From an optimization exercise on the open Yosys and OpenROAD flow, aimed at small area, a short achievable clock period and few clock cycles; shortcuts taken in it are not production practice. Where RTL was checked, it was by simulation tests only, not by an equivalence proof against the original. Power figures rest on the tool's default switching activity, not on a simulated workload.

Setup of north:
==> flow/design.v (excerpt) <==
module huffman(clk, reset, gray_valid, CNT_valid,  gray_data, CNT1, CNT2, CNT3, CNT4, CNT5, CNT6,
    code_valid, HC1, HC2, HC3, HC4, HC5, HC6, M1, M2, M3, M4, M5, M6);
For scale: roughly 1200 cells after synthesis, ~140 flip-flops.
Settings: LEC_CHECK=0, CAP_MARGIN=20, CORE_MARGIN=2, CORE_UTILIZATION=40, PLACE_DENSITY=0.6, SETUP_SLACK_MARGIN=1.5, SLEW_MARGIN=20; clock period 4.5 ns.
run.sh (not shown) runs the stock make flow with config.mk's settings and CLKGATE_MAP_FILE= SYNTH_SCRIPT=/design/flow/synth_recipe.tcl, a recipe that flattens the netlist after the stock synthesis.
north completed end to end with timing, DRC and antenna clean.
What south does differently from north at the input level:
Settings: a change of SETUP_SLACK_MARGIN from 1.5 to 2.5.
## What came out
- south against north: slack of the critical path now larger, first-pass GRT wire length picked up an extra about 13%.
- south completed end to end with timing, DRC and antenna clean.
- The relative contribution of the clock network to total power was comparable across north and south.
- south vs north, sequential cell area share went down by 3.5 points.
- Total power of the final layout grows slightly when moving from north to south.
Inputs modified between south and east:
Settings: swapping 2.5 for 1.5 in SETUP_SLACK_MARGIN; putting CTS_BUF_LIST at sky130_fd_sc_hd__clkbuf_8 where nothing was set.
==> flow/flow/run.sh (new file) <==
#!/bin/bash
# Standard layout, but with the smallest buffer on the ports.
set -euo pipefail
sed 's|"\${@:-finish}"|BUFFER_PORTS_ARGS="-buffer_cell sky130_fd_sc_hd__buf_1" "${@:-finish}"|' standard.sh > my_standard.sh
bash my_standard.sh > flow.log 2>&1
==> flow/standard.sh (new file) <==
#!/bin/bash
# synth_recipe.tcl (not shown) runs the flow's synth.tcl, then flattens the netlist and writes it again
# the make line also repeats each setting of config.mk as NAME=value (left out here)
make -C /OpenROAD-flow-scripts/flow DESIGN_CONFIG=/design/flow/config.mk WORK_HOME=/design/flow/orfs CLKGATE_MAP_FILE= SYNTH_SCRIPT=/design/flow/synth_recipe.tcl "${@:-finish}"
removed: flow/run.sh
south reports its start point of the critical path as V[6] while east reports V[2]. In the metrics for east and south, the one carrying the lower fraction of area in multi-input gates is south. east: done, clean on timing, DRC and antenna. On area growth from synthesis to layout: between east and south, it ends up higher for south. In east the first-pass GRT wire length turned out about 13% lower than in south. Changes observed in east relative to south: fraction of area in non-clock buffers fell 12 points; final critical-path share of the clock period rose 8.2 points. | fraction of met1 tracks used by global routing | east vs south | 3.9 points lower |. In east, the clock period minus final worst setup slack came out 0.37 ns above the value in south. When the final numbers for east and south were put side by side, the worst setup margin turned out to be greater in south.
Function was not checked in any run of this note: the RTL went through the layout flow alone.


== build 48 ==
The RTL this note starts from:
==> flow/design.v <==
module huffman(clk, reset, gray_valid, CNT_valid,  gray_data, CNT1, CNT2, CNT3, CNT4, CNT5, CNT6,
    code_valid, HC1, HC2, HC3, HC4, HC5, HC6, M1, M2, M3, M4, M5, M6);
input clk;
input reset;
input gray_valid;
input [7:0] gray_data;
output reg CNT_valid;
output [7:0] CNT1, CNT2, CNT3, CNT4, CNT5, CNT6;
output reg code_valid;
output [7:0] HC1, HC2, HC3, HC4, HC5, HC6;
output [7:0] M1, M2, M3, M4, M5, M6;
reg [6:0] W1, W2, W3, W4, W5;
reg [6:0] V;
reg [6:0] amount;    
reg [2:0] ptr [0:5];
reg [4:0] hc [0:5];
reg [4:0] m [0:5];
assign CNT1 = {1'b0, W5};
assign CNT2 = {1'b0, V};
assign CNT3 = {1'b0, W1};
assign CNT4 = {1'b0, W2};
assign CNT5 = {1'b0, W3};
assign CNT6 = {1'b0, W4};
assign HC1 = {3'b0, hc[0]};
assign HC2 = {3'b0, hc[1]};
assign HC3 = {3'b0, hc[2]};
assign HC4 = {3'b0, hc[3]};
assign HC5 = {3'b0, hc[4]};
assign HC6 = {3'b0, hc[5]};
assign M1 = {3'b0, m[0][4:1], 1'b1};
assign M2 = {3'b0, m[1][4:1], 1'b1};
assign M3 = {3'b0, m[2][4:1], 1'b1};
assign M4 = {3'b0, m[3][4:1], 1'b1};
assign M5 = {3'b0, m[4][4:1], 1'b1};
assign M6 = {3'b0, m[5][4:1], 1'b1};
reg counting, sorting, merging;
reg [4:1] U;
reg ph;              
reg [5:1] Tr;
wire last_sort = sorting & !U[1];
wire last_merge = merging & !U[1];
wire cmp_cycle = (sorting | merging) & !ph;
wire ins_cycle = (sorting | merging) & ph;
wire drop = merging & cmp_cycle;
function lt7;
    input [6:0] a, b;
    reg [6:0] l, g;
    begin
        l = ~a & b;
        g = a & ~b;
        lt7 = l[6] | ~g[6] & (l[5] | ~g[5] & (l[4] | ~g[4] & (l[3] | ~g[3] &
              (l[2] | ~g[2] & (l[1] | ~g[1] & l[0])))));
    end
endfunction
wire lt1 = lt7(W1, V);
wire lt2 = lt7(W2, V);
wire lt3 = lt7(W3, V);
wire lt4 = lt7(W4, V);
wire lt5 = lt7(W5, V);
wire [5:1] Tc;
assign Tc[1] = merging ? lt2 : (lt1 | U[1]);
assign Tc[2] = merging ? lt3 : (lt2 | U[2]);
assign Tc[3] = merging ? lt4 : (lt3 | U[3]);
assign Tc[4] = merging ? lt5 : (lt4 | U[4]);
assign Tc[5] = !merging & lt5;
wire [6:1] T = {1'b0, Tr};
wire [2:0] p = {T[4], T[2] & !T[4], (T[1] & !T[2]) | (T[3] & !T[4]) | T[5]};
wire [6:0] D = 7'd127;    
function [6:0] pick;
    input up, here;
    input [6:0] w1, w0, v;
    pick = here ? v : up ? w1 : w0;
endfunction
wire [2:0] sym = gray_data[2:0];
wire take = counting & gray_valid;
reg selw2, selv;
wire [6:0] vnext = W1 + (({7{selw2}} & W2) | ({7{selv}} & V));
always @(posedge clk) begin
    if (reset) begin
        amount <= 7'd0;
        counting <= 1'b1;
        sorting <= 1'b0;
        merging <= 1'b0;
        U <= 4'b1111;
        ph <= 1'b0;
        CNT_valid <= 1'b0;
        code_valid <= 1'b0;
        V <= 7'd0;
        W1 <= 7'd0; W2 <= 7'd0; W3 <= 7'd0; W4 <= 7'd0; W5 <= 7'd0;
    end else begin
        CNT_valid <= take && amount == 7'd99;
        code_valid <= last_merge;
        if (take) amount <= amount + 7'd1;
        if (take && amount == 7'd99) begin
            counting <= 1'b0;
            sorting <= 1'b1;
        end
        if (ins_cycle & last_sort) begin
            sorting <= 1'b0;
            merging <= 1'b1;
        end
        if (last_merge) merging <= 1'b0;
        ph <= cmp_cycle & !last_merge;
        if (ins_cycle) U <= last_sort ? 4'b1111 : {1'b0, U[4:2]};
        if (take) begin
            if (sym == 3'd1) W5 <= W5 + 7'd1;
            if (sym == 3'd2) V  <= V  + 7'd1;
            if (sym == 3'd3) W1 <= W1 + 7'd1;
            if (sym == 3'd4) W2 <= W2 + 7'd1;
            if (sym == 3'd5) W3 <= W3 + 7'd1;
            if (sym == 3'd6) W4 <= W4 + 7'd1;
        end
        if (drop) begin
            W1 <= W2; W2 <= W3; W3 <= W4; W4 <= W5; W5 <= D;
        end
        if (ins_cycle) begin
            W1 <= pick(T[2], T[1] & !T[2], W2, W1, V);
            W2 <= pick(T[3], T[2] & !T[3], W3, W2, V);
            W3 <= pick(T[4], T[3] & !T[4], W4, W3, V);
            W4 <= pick(T[5], T[4] & !T[5], W5, W4, V);
            W5 <= pick(1'b0, T[5],         D,  W5, V);
            V <= vnext;
        end
    end
end
wire sum_next = merging | last_sort;
always @(posedge clk) begin
    Tr <= Tc;
    selw2 <= sum_next & Tc[2];
    selv <= sum_next & !Tc[2];
end
wire [2:0] dst0 = p;
wire [2:0] dst1 = T[1] ? 3'd0 : 3'd1;
wire [2:0] dst2 = T[2] ? 3'd1 : 3'd2;
wire [2:0] dst3 = T[3] ? 3'd2 : 3'd3;
wire [2:0] dst4 = T[4] ? 3'd3 : 3'd4;
wire [2:0] dst5 = T[5] ? 3'd4 : 3'd5;
function [2:0] dst;
    input [2:0] j;
    input [2:0] d0, d1, d2, d3, d4, d5;
    case (j)
        3'd0: dst = d0;
        3'd1: dst = d1;
        3'd2: dst = d2;
        3'd3: dst = d3;
        3'd4: dst = d4;
        default: dst = d5;
    endcase
endfunction
integer s;
always @(posedge clk) begin
    if (counting) begin
        ptr[0] <= 3'd5;
        ptr[1] <= 3'd0;
        ptr[2] <= 3'd1;
        ptr[3] <= 3'd2;
        ptr[4] <= 3'd3;
        ptr[5] <= 3'd4;
    end else if (drop) begin
        for (s = 0; s < 6; s = s + 1)
            if (ptr[s] != 3'd0) ptr[s] <= ptr[s] - 3'd1;
    end else if (ins_cycle) begin
        for (s = 0; s < 6; s = s + 1)
            ptr[s] <= dst(ptr[s], dst0, dst1, dst2, dst3, dst4, dst5);
    end
end
always @(posedge clk) begin
    if (counting) begin
        for (s = 0; s < 6; s = s + 1) begin
            hc[s] <= 5'd0;
            m[s] <= 5'd0;
        end
    end else if (drop) begin
        for (s = 0; s < 6; s = s + 1) begin
            if (ptr[s] <= 3'd1) begin
                m[s] <= {m[s][3:0], 1'b1};
                hc[s] <= hc[s] | (({m[s][3:0], 1'b1} & ~m[s]) & {5{ptr[s] == 3'd0}});
            end
        end
    end
end
endmodule
clock: 4.5 ns
lec_check: 0
cap_margin: 20
core_margin: 2
core_utilization: 80
cts_buf_list: sky130_fd_sc_hd__clkbuf_8
place_density: 0.88
setup_slack_margin: 2.3
slew_margin: 20
standard.sh (not shown) runs the stock make flow with config.mk's settings and CLKGATE_MAP_FILE= SYNTH_SCRIPT=/design/flow/synth_recipe.tcl, a recipe that flattens the netlist after the stock synthesis.
==> flow/flow/run.sh <==
#!/bin/bash
# Standard layout, but with the smallest buffer on the ports.
set -euo pipefail
sed 's|"\${@:-finish}"|BUFFER_PORTS_ARGS="-buffer_cell sky130_fd_sc_hd__buf_1" "${@:-finish}"|' standard.sh > my_standard.sh
bash my_standard.sh > flow.log 2>&1
Testbench counts of build 48, summed over its fixed seeds: cycles 38,400.
[inputs] build 96 vs build 48
- swapping 0.88 for 0.6 in PLACE_DENSITY
- putting GPL_ROUTABILITY_DRIVEN at 0 where nothing was set
- swapping 80 for 40 in CORE_UTILIZATION
[summary]
Having completed the whole flow, build 96 delivered a layout that passed the timing, design-rule and antenna checks.
The higher die area of build 96 and build 48 is in build 96.
Summary of build 96 over build 48: share of power burned in the clock network went down 1.9 points; sequential share of layout area fell 0.47 points; non-clock buffer instance count of the final layout climbed about 4.4%.
Between build 96 and build 48, it is build 96 whose total power is lower, by about 3.6%.
On build 96: depth of the most critical reg-to-reg path is 1 higher than what build 48 gave.
Cmp build 96 and build 48 / design area / higher: build 96
Between build 96 and build 48, the worst setup slack is higher for build 96.
In the tables for build 96 and build 48, slew of the pin with the lowest slew margin reads higher with build 96.
Relative to build 48, the total of clock buffers placed in the layout of build 96 is lower by 4.
## Diff of input files: build 6 against build 96
- GPL_ROUTABILITY_DRIVEN removed (was 0)
- ABC_AREA newly set to 1
- PLACE_DENSITY changed from 0.6 to 0.8
- CORE_UTILIZATION changed from 40 to 70
==> run notes <==
On post-DP HPWL, build 96 beats build 6.
Build 6 vs build 96 — instance count of the mapped netlist climbed by more than 10%
In build 6 relative to build 96, detailed-routing wirelength on met1 had gone down by a few percent.
Build 6 packs its core tighter than build 96.
Higher adder-cell area share of the yosys netlist among build 6 and build 96: build 96
Looking at the reports, build 6 completed the entire flow and the layout it produced met the timing, design-rule and antenna checks.
Proportion of power drawn by combinational gates, build 6 and build 96: higher on build 6
Sequential standard cell area, build 6 and build 96: lower on build 6
Compared with build 96, number of nets in the layout in build 6 increased by more than 10%.
Build 6 vs build 96, post-layout total power went up by 2.8%.
In build 6, count of filler cells inserted in the layout is lower than in build 96.
> inputs changed (build 6 -> build 59)
- SETUP_SLACK_MARGIN now 2.35, was 2.3
- ABC_AREA no longer set, was 1
==> comparison <==
Vertical die dimension, build 59 vs build 6: down by a few percent
On relative area change from synthesis to final layout, build 6 tracks build 59 almost exactly.
Post-layout instance area in build 59 is about 4.3% lower than in build 6
NOTE: combinational share of power in build 59 falls short of that of build 6
Launching element of the worst setup path = W2[0]: build 59; launching element of the worst setup path = W3[2]: build 6
Build 59 reached the final stage; the timing, design-rule and antenna checks on its layout passed.
Compared with build 6, in build 59 total of plain and repair buffers excluding clock buffers went down, xor-xnor portion of the synthesized cell area rose by 0.57 points, clock-pin slew on the worst setup and hold paths has remained practically unchanged, wire length on met3 now smaller, synthesized cell count shrank by about 18%.
--- input diff build 59..build 85 ---
- SETUP_SLACK_MARGIN changed from 2.35 to 2.4
Findings:
Lower post-cts gate resize count among build 85 and build 59: build 59. Compared with build 59, build 85 shows a higher area of all sequential standard cells. The higher synthesis-to-layout area growth of build 85 and build 59 is in build 85. The setup slack of build 85 is larger than that of build 59. W2[0] as the launching element of the worst setup path was reported by build 59, and selw2 by build 85. Diff build 59 -> build 85: remaining routing DRC violations shows no meaningful change; global-route wire length before repair higher; global-route track usage on met3 went up; combinational power saw an increase.
#### Input delta (build 77 over build 85)
- CORE_UTILIZATION changed from 70 to 40
- PLACE_DENSITY changed from 0.8 to 0.6
- SETUP_SLACK_MARGIN changed from 2.4 to 2.3
Notes after the runs:
Diff build 85 -> build 77: final cell count picked up an extra 103, count of clock-buffer cells in the layout lost 1, combinational power lost about 0.6%, setup slack lost 0.0052 ns. The full die area reported for build 77 is greater than that of build 85 by about 70%.

[separate check: timing with driven ports]
The results above use ideal ports. As a check the final layouts listed here were re-extracted and re-timed, cells and wires unchanged.
Step 1: set_driving_cell puts a clkbuf_16 on clk and a buf_2 on each other input, an assumption about the parent block.
Step 2 moves the port delays by t, midway between the first and last clock arrival at a register: inputs arrive t later, outputs are due t later. That takes back most of the time a late clock gives input paths.
a / b / c = no drivers / after step 1 / after step 2; a / b = the first two.
| run | shift t [ns] | setup slack, ns | latest minus earliest clock arrival (ns) | worst register clock-pin slew, ns |
|---|---|---|---|---|
| north | 0.458 | 1.599 / 1.599 / 1.278 | 0.013 / 0.012 | 0.07 / 0.07 |
| south | 0.473 | 1.993 / 1.993 / 1.724 | 0.009 / 0.009 | 0.07 / 0.07 |
| east | 0.493 | 1.626 / 1.626 / 1.625 | 0.013 / 0.013 | 0.09 / 0.09 |
| build 48 | 0.496 | 2.246 / 2.246 / 1.935 | 0.014 / 0.013 | 0.09 / 0.09 |
| build 96 | 0.493 | 2.391 / 2.354 / 1.938 | 0.020 / 0.020 | 0.10 / 0.10 |
| build 6 | 0.503 | 2.336 / 2.300 / 2.120 | 0.012 / 0.012 | 0.09 / 0.09 |
| build 59 | 0.491 | 2.392 / 2.384 / 1.958 | 0.012 / 0.012 | 0.08 / 0.08 |
| build 85 | 0.497 | 2.397 / 2.390 / 2.034 | 0.011 / 0.012 | 0.09 / 0.09 |
| build 77 | 0.493 | 2.391 / 2.354 / 1.938 | 0.020 / 0.020 | 0.10 / 0.10 |
After both steps every run listed still meets setup and hold.
